Background: an optimization exercise with open tools, aiming at a short achievable clock period and few clock cycles. Do not read the settings as production practice.
At most, simulation tests tie the RTL to the original design; equivalence was not proved.
No driver is modelled on the clock port, so clock power and skew are understated where the tree is cut down; a real chip needs a root buffer or a tree.
No activity file was given, so power comes from the tool's default toggle rates.

== run A ==
// top
module top (
    input logic clk,
    input logic reset,
    output logic [4:0] curr_inst_addr,
    input logic [15:0] curr_inst,
    output logic write_enable_dmem,
    output logic [3:0] write_addr_dmem,
    output logic [7:0] write_data_dmem,
    output logic halted
);
  logic [7:0] rf[16];
  logic [7:0] dm[16];
  logic [4:0] pc;
  logic [4:0] pc_o;   
  logic halted_r;
  logic [31:0] bp_t;
  logic bp_cur;   
  logic d_v, d_st, d_add, d_br, d_halt, d_wr, d_imm, d_pred;
  logic [7:0] d_k8;
  logic [3:0] d_dst, d_sta;
  logic [15:0] d_rb;
  logic d_dm_r, d_dm_s;   
  logic d_rep;   
  logic [4:0] d_pc1, d_tgt, d_pc;
  logic [15:0] d_ra;
  logic d_ra_r, d_rb_r, d_st_r;
  logic d_ra_s, d_ra_l, d_ra_w;
  logic d_rb_s, d_rb_l, d_rb_w;
  logic d_st_s, d_st_l, d_st_w, d_st_k;
  logic ex_wr, ex_add, ex_br, ex_halt, ex_pred, ex_bpa;
  logic [3:0] ex_dst;
  logic [15:0] ex_we;   
  logic [7:0] ex_a, ex_b, ex_l;
  logic [7:0] ex_ne;   
  logic [4:0] ex_alt;   
  logic [31:0] ex_bpc;   
  logic bu_v, bu_t;
  logic [31:0] bu_a;
  logic w_v;
  logic [15:0] w_we;
  logic [7:0] w_d;
  logic st_v;
  logic [3:0] st_a;
  logic [7:0] st_d;
  logic [15:0] st_we;   
  assign curr_inst_addr = pc_o;
  assign write_enable_dmem = st_v;
  assign write_addr_dmem = st_a;
  assign write_data_dmem = st_d;
  assign halted = halted_r;
  logic [7:0] sum, res;
  logic taken;
  add8 add (
      .a(ex_a),
      .b(ex_b),
      .s(sum)
  );
  mux2 #(8) res_mux (
  ...
Settings: LEC_CHECK=0, CAP_MARGIN=20, CORE_MARGIN=2, CORE_UTILIZATION=40, SETUP_SLACK_MARGIN=3.0, SLEW_MARGIN=20, SYNTH_HIERARCHICAL=1, SYNTH_MINIMUM_KEEP_SIZE=0; clock period 4.2 ns.
standard.sh (not shown) runs the stock make flow with config.mk's settings and CLKGATE_MAP_FILE= SYNTH_SCRIPT=/design/flow/synth_recipe.tcl, a recipe that flattens the netlist after the stock synthesis.
==> flow/flow/run.sh <==
#!/bin/bash
# Own flow: the standard layout (standard.sh) with two changes:
#  - the clock tree is built by flow/pre_cts.tcl (a two-level balanced tree,
#    see flow/mycts.tcl) instead of TritonCTS;
#  - the cells in flow/dont_use.txt are kept out of synthesis and timing
#    repair: the platform's own DONT_USE_CELLS list, plus full and half adders,
#    slow 3- and 4-input OR/NOR and AOI/OAI cells, 4-input muxes and delay
#    cells, so that abc and the resizer build the logic from faster cells.
# Every tool's output goes to the ORFS logs under orfs/logs and to standard.log.
set -euo pipefail
export PRE_CTS_TCL="$PWD/flow/pre_cts.tcl"
du="$(tr '\n' ' ' < flow/dont_use.txt)"
sed "s|\"\${@:-finish}\"|DONT_USE_CELLS=\"$du\" \"\${@:-finish}\"|" standard.sh > standard_du.sh
bash standard_du.sh ${FLOW_STANDARD_TARGETS:-} > standard.log 2>&1
Other scripts of this flow, unchanged in this note and not shown: flow/flow/dont_use.txt, flow/flow/mycts.tcl, flow/flow/pre_cts.tcl
Testbench counts of run A, summed over its fixed seeds: cycles 24,759.
Input-level comparison between run B and run A:
-- flow/design.v --
<<< run A, line 104
);
  assign y = a | (b & c);
endmodule
`timescale 1ns / 1ps
>>> run B, line 104
);
  assign y = a | (b & c);
endmodule
module andn #(
    parameter int WIDTH = 5
) (
    input  logic [WIDTH - 1:0] a,
    input  logic b,
    output logic [WIDTH - 1:0] y
);
  assign y = a & ~{WIDTH{b}};
endmodule
`timescale 1ns / 1ps
<<< run A, line 231
  logic d_rb_s, d_rb_l, d_rb_w;
  logic d_st_s, d_st_l, d_st_w, d_st_k;
  logic ex_wr, ex_add, ex_br, ex_halt, ex_pred, ex_bpa;
  logic [3:0] ex_dst;
  logic [15:0] ex_we;   
>>> run B, line 240
  logic d_rb_s, d_rb_l, d_rb_w;
  logic d_st_s, d_st_l, d_st_w, d_st_k;
  logic ex_wr, ex_add, ex_br, ex_halt, ex_pred;
  logic [3:0] ex_dst;
  logic [15:0] ex_we;   
<<< run A, line 246
  logic [3:0] st_a;
  logic [7:0] st_d;
  logic [15:0] st_we;   
  assign curr_inst_addr = pc_o;
  assign write_enable_dmem = st_v;
  assign write_addr_dmem = st_a;
  assign write_data_dmem = st_d;
  assign halted = halted_r;
  logic [7:0] sum, res;
>>> run B, line 255
  logic [3:0] st_a;
  logic [7:0] st_d;
  logic st_v_o;   
  logic [7:0] st_d_o;
  logic [15:0] st_we;   
  assign curr_inst_addr = pc_o;
  assign write_enable_dmem = st_v_o;
  assign write_addr_dmem = st_a;
  assign write_data_dmem = st_d_o;
  assign halted = halted_r;
  logic [7:0] sum, res;
<<< run A, line 305
      .s (d_st_s),
      .y (s_n)
  );
  logic [7:0] l_n;
>>> run B, line 316
      .s (d_st_s),
      .y (s_n)
  );
  logic [7:0] s_n_o;
  fwd8 s_mux_o (
      .d0(s_e),
      .d1(sum),
      .s (d_st_s),
      .y (s_n_o)
  );
  logic [7:0] l_n;
<<< run A, line 398
  assign seq_ok = !mispredict && !take && !reset && !replay;
  ao21 bp_ao (
      .a((mispredict && ex_bpa) || (replay && !reset && d_pred)),
      .b(seq_ok),
      .c(bp_seq),
      .y(bp_d)
  );
  logic f_ok, d_ok;
>>> run B, line 416
  assign seq_ok = !mispredict && !take && !reset && !replay;
  ao21 bp_ao (
      .a(mispredict || (replay && !reset && d_pred)),
      .b(seq_ok),
      .c(bp_seq),
      .y(bp_d)
  );
  logic st_v_od;
  andn #(1) st_v_gate (
      .a(!reset && d_v && d_st && !replay),
      .b(mispredict),
      .y(st_v_od)
  );
  logic f_ok, d_ok;
<<< run A, line 410
  always_ff @(posedge clk) begin
    pc <= pc_d;
    pc_o <= pc_od;
    bp_cur <= bp_d;
>>> run B, line 434
  always_ff @(posedge clk) begin
    pc <= pc_d;
    st_v_o <= st_v_od;
    pc_o <= pc_od;
    bp_cur <= bp_d;
<<< run A, line 471
    ex_pred <= d_pred;
    ex_alt <= d_pred ? d_pc1 : d_tgt;
    ex_bpa <= d_pred ? bp_t[d_pc1] : bp_t[d_tgt];
    ex_bpc <= 32'd1 << d_pc;
    st_a <= d_sta;
    st_we <= 16'd1 << d_sta;
    st_d <= s_n;
  end
  always_ff @(posedge clk) begin
>>> run B, line 496
    ex_pred <= d_pred;
    ex_alt <= d_pred ? d_pc1 : d_tgt;
    ex_bpc <= 32'd1 << d_pc;
    st_a <= d_sta;
    st_we <= 16'd1 << d_sta;
    st_d <= s_n;
    st_d_o <= s_n_o;
  end
  always_ff @(posedge clk) begin
Notes after the runs:
- On via count, run A loses to run B.
- As far as worst hold slack is concerned, run A and run B perform about the same.
- Result: PASS for each of run B and run A
- Combinational cell fraction of total power on run B is down relative to run A.
- [run B] post-route total power fell 1.5% relative to run A
- Number of instances in the synthesized netlist shrinks slightly when moving from run A to run B.
- As far as cell-internal power is concerned, run A and run B perform about the same.
- Run B vs. run A: share of the core filled with cells in the final layout went down by 1.1 points.
- Diff run B and run A: critical path data required time higher in run B
- The higher power share of the clock group of run B and run A is in run B.
- Cmp run B and run A / critical path depth / higher: run B
Testbench counts of run B, summed over its fixed seeds: cycles 24,759.
In every run of this note, the design's own scripts or RTL, not TritonCTS, make the clock network.

top, a different RTL version from the one above (not shown whole).
For scale: roughly 2600 cells after synthesis, roughly 37 I/O pins.
export LEC_CHECK = 0
export CAP_MARGIN = 20
export CORE_MARGIN = 2
export CORE_UTILIZATION = 40
export SETUP_SLACK_MARGIN = 3.0
export SLEW_MARGIN = 20
export SYNTH_HIERARCHICAL = 1
export SYNTH_MINIMUM_KEEP_SIZE = 0
create_clock -name core_clock -period 4.2 [get_ports {clk}]
==> flow/flow/run.sh <==
#!/bin/bash
# Own flow: the standard layout (standard.sh) with two changes:
#  - the clock tree is built by flow/pre_cts.tcl (a two-level balanced tree)
#    instead of TritonCTS;
#  - full- and half-adder cells are added to DONT_USE_CELLS (flow/dont_use.txt
#    is the platform's list plus those), so abc maps adders as plain gates.
# Every tool's output goes to the ORFS logs under orfs/logs and to standard.log.
set -euo pipefail
export PRE_CTS_TCL="$PWD/flow/pre_cts.tcl"
du="$(tr '\n' ' ' < flow/dont_use.txt)"
sed "s|\"\${@:-finish}\"|DONT_USE_CELLS=\"$du\" \"\${@:-finish}\"|" standard.sh > standard_nofa.sh
bash standard_nofa.sh ${FLOW_STANDARD_TARGETS:-} > standard.log 2>&1
Other scripts of this flow, unchanged in this note and not shown: flow/flow/dont_use.txt, flow/flow/mycts.tcl, flow/flow/pre_cts.tcl
The baseline passed the timing, DRC and antenna checks.
Testbench counts at the start, summed over its fixed seeds: cycles 24,272.
Next try:
--- a/flow/design.v
+++ b/flow/design.v
@@ -2,33 +2,44 @@
 module nextpc (
     input logic reset,
     input logic cap,
     input logic [15:0] inst,
     input logic [4:0] pc,
     input logic halted,
     input logic bp_cur,
     input logic bp_seq,   
+    input logic d_v,   
+    input logic d_br,   
+    input logic d_halt,   
+    input logic ex_br,   
+    input logic ex_halt,   
     output logic pred,
     output logic take,
     output logic [4:0] pc_f,
-    output logic bp_f   
+    output logic bp_f,   
+    output logic halted_d   
 );
   logic is_br;
   logic [4:0] tgt, pc_seq;
   assign is_br = (inst[15:13] == 3'b101);
   assign tgt = inst[12:8];
   assign pc_seq = halted ? 5'd0 : pc + 5'd1;
   assign pred = (inst[7:4] == inst[3:0]) || bp_cur;
   assign take = is_br && pred && !halted;
   always_comb
     if (reset) pc_f = cap ? (is_br ? tgt : 5'd1) : 5'd0;
     else if (take) pc_f = tgt;
     else pc_f = pc_seq;
   assign bp_f = !reset && !take && bp_seq;
+  logic is_halt, halt_now;
+  assign is_halt = (inst[15:13] == 3'b111);
+  assign halt_now = (is_halt && !(d_v && (d_br || d_halt)) && !ex_br) ||
+                    (d_v && d_halt && !ex_br) || ex_halt;
+  assign halted_d = reset ? (cap && is_halt) : (halted || halt_now);
 endmodule
 `timescale 1ns / 1ps
 module add8 (
     input  logic [7:0] a,
     input  logic [7:0] b,
     output logic [7:0] s
 );
   assign s = a + b;
@@ -178,17 +189,19 @@
   logic d_ra_s, d_ra_l, d_ra_w;
   logic d_rb_s, d_rb_l, d_rb_w;
   logic d_st_s, d_st_l, d_st_w, d_st_k;
   logic ex_wr, ex_add, ex_br, ex_halt, ex_pred, ex_bpa;
   logic [3:0] ex_dst;
   logic [15:0] ex_we;   
   logic [7:0] ex_a, ex_b, ex_l;
   logic [4:0] ex_alt;   
-  logic [4:0] ex_bpc;
+  logic [31:0] ex_bpc;   
+  logic bu_v, bu_t;
+  logic [31:0] bu_a;
   logic w_v;
   logic [15:0] w_we;
   logic [7:0] w_d;
   logic st_v;
   logic [3:0] st_a;
   logic [7:0] st_d;
   logic [15:0] st_we;   
   assign curr_inst_addr = pc;
@@ -295,68 +308,72 @@
   logic cap;
   assign cap = !r0cap && (pc == 5'd0);
   logic bp_seq;
   bpsel bps (
       .bp({bp_t[0], bp_t[31:1]}),
       .a (pc),
       .y (bp_seq)
   );
-  logic pred, take, bp_f, bp_d;
+  logic pred, take, bp_f, bp_d, halted_d;
   logic [4:0] pc_f, pc_d;
   nextpc npc (
       .reset(reset),
       .cap(cap),
       .inst(curr_inst),
       .pc(pc),
       .halted(halted_r),
       .bp_cur(bp_cur),
       .bp_seq(bp_seq),
+      .d_v(d_v),
+      .d_br(d_br),
+      .d_halt(d_halt),
+      .ex_br(ex_br),
+      .ex_halt(ex_halt),
       .pred(pred),
       .take(take),
       .pc_f(pc_f),
-      .bp_f(bp_f)
+      .bp_f(bp_f),
+      .halted_d(halted_d)
   );
   mux2 #(6) pc_mux (
       .d0({bp_f, pc_f}),
       .d1({ex_bpa, ex_alt}),
       .s (mispredict),
       .y ({bp_d, pc_d})
   );
   logic f_ok, d_ok;
   assign f_ok = !halted_r && !(d_v && d_halt) && !ex_halt && !mispredict;
   assign d_ok = d_v && !mispredict;
-  logic halt_now;
-  assign halt_now = (is_halt && !halted_r && !(d_v && (d_br || d_halt)) && !ex_br) ||
-                    (d_v && d_halt && !ex_br) || ex_halt;
   logic [4:0] pc1;
   assign pc1 = pc + 5'd1;
   always_ff @(posedge clk) begin
     pc <= pc_d;
     bp_cur <= bp_d;
+    halted_r <= halted_d;
     if (reset) begin
       r0cap <= cap;
-      halted_r <= cap && is_halt;
       d_v <= cap;
       ex_wr <= 1'b0;
       ex_br <= 1'b0;
       ex_halt <= 1'b0;
+      bu_v <= 1'b0;
       w_v <= 1'b0;
       st_v <= 1'b0;
       bp_t <= 32'd0;
     end else begin
       r0cap <= 1'b0;
-      if (halt_now) halted_r <= 1'b1;
       d_v <= f_ok;
       ex_wr <= d_ok && d_wr;
       ex_br <= d_ok && d_br;
       ex_halt <= d_ok && d_halt;
       w_v <= ex_wr;
       st_v <= d_ok && d_st;
-      if (ex_br) bp_t[ex_bpc] <= taken;
+      bu_v <= ex_br;
+      if (bu_v) bp_t <= bu_t ? (bp_t | bu_a) : (bp_t & ~bu_a);
     end
   end
   always_ff @(posedge clk) begin
     d_st <= is_st;
     d_add <= is_add;
     d_br <= is_br;
     d_halt <= is_halt;
     d_wr <= f_wr;
@@ -382,22 +399,24 @@
     ex_dst <= d_dst;
     ex_we <= 16'd1 << d_dst;
     ex_a <= a_n;
     ex_b <= b_n;
     ex_l <= d_imm ? d_k8 : m_n;
     ex_pred <= d_pred;
     ex_alt <= d_pred ? d_pc1 : d_tgt;
     ex_bpa <= d_pred ? bp_t[d_pc1] : bp_t[d_tgt];
-    ex_bpc <= d_pc;
+    ex_bpc <= 32'd1 << d_pc;
     st_a <= d_sta;
     st_we <= 16'd1 << d_sta;
     st_d <= s_n;
   end
   always_ff @(posedge clk) begin
+    bu_t <= taken;
+    bu_a <= ex_bpc;
     w_we <= ex_we;
     w_d <= res;
   end
   always_ff @(posedge clk)
     for (int i = 0; i < 16; i++)
       if (reset) rf[i] <= 8'd0;
       else if (w_v && w_we[i]) rf[i] <= w_d;
   always_ff @(posedge clk)
Outcome: The new run went through all stages and came out clean; hold slack is better by 3.5 ps; area after synthesis climbs by 5.4%; die area goes up by 5.4%; wire length rises by 3.3%; core utilization is lower by 1.5 points; maximum frequency stays flat; flip-flop and latch count came out higher by 61; final area went up by 3.4%; first-iteration DRC count fell by 9.0%; global-route usage decreases by 0.92 points; cell count came out higher by 3.1%; register-to-register slack barely changes; setup slack barely changes; sequential share of layout area rose by 2.7 points.
No functional check of the RTL was part of the second run of this note. No run of this note takes its clock network from TritonCTS; it comes from the design's own scripts or RTL.

-- port drivers added, routing unchanged --
In the flow no input, the clock included, has a driving cell. The finished layouts below were timed again as built, in two steps.
Step 1, drivers: a clkbuf_16 drives clk and a buf_2 each remaining input, both assumed.
Step 2 moves the port delays by t, midway between the first and last clock arrival at a register: inputs arrive t later, outputs are due t later. That takes back most of the time a late clock gives input paths.
Slacks: no drivers / after step 1 / after step 2; pairs: no drivers / after step 1.
| run | t (ns) | slack for setup (ns) | worst setup path after step 2 | slew at the worst register clock pin (ns) |
|---|---|---|---|---|
| run A | 0.497 | 2.441 / 2.304 / 1.841 | input to register | 0.10 / 0.10 |
| run B | 0.487 | 2.475 / 2.378 / 1.961 | input to register | 0.11 / 0.11 |
| the first run of note 2 | 0.491 | 2.317 / 2.193 / 1.945 | input to register | 0.10 / 0.10 |
| the second run of note 2 | 0.503 | 2.320 / 2.190 / 1.988 | input to register | 0.11 / 0.11 |
After both steps setup and hold are still met in every run listed. For run A, which loses most, drivers alone change the setup slack by -0.137 ns; drivers and shift together by -0.600 ns.
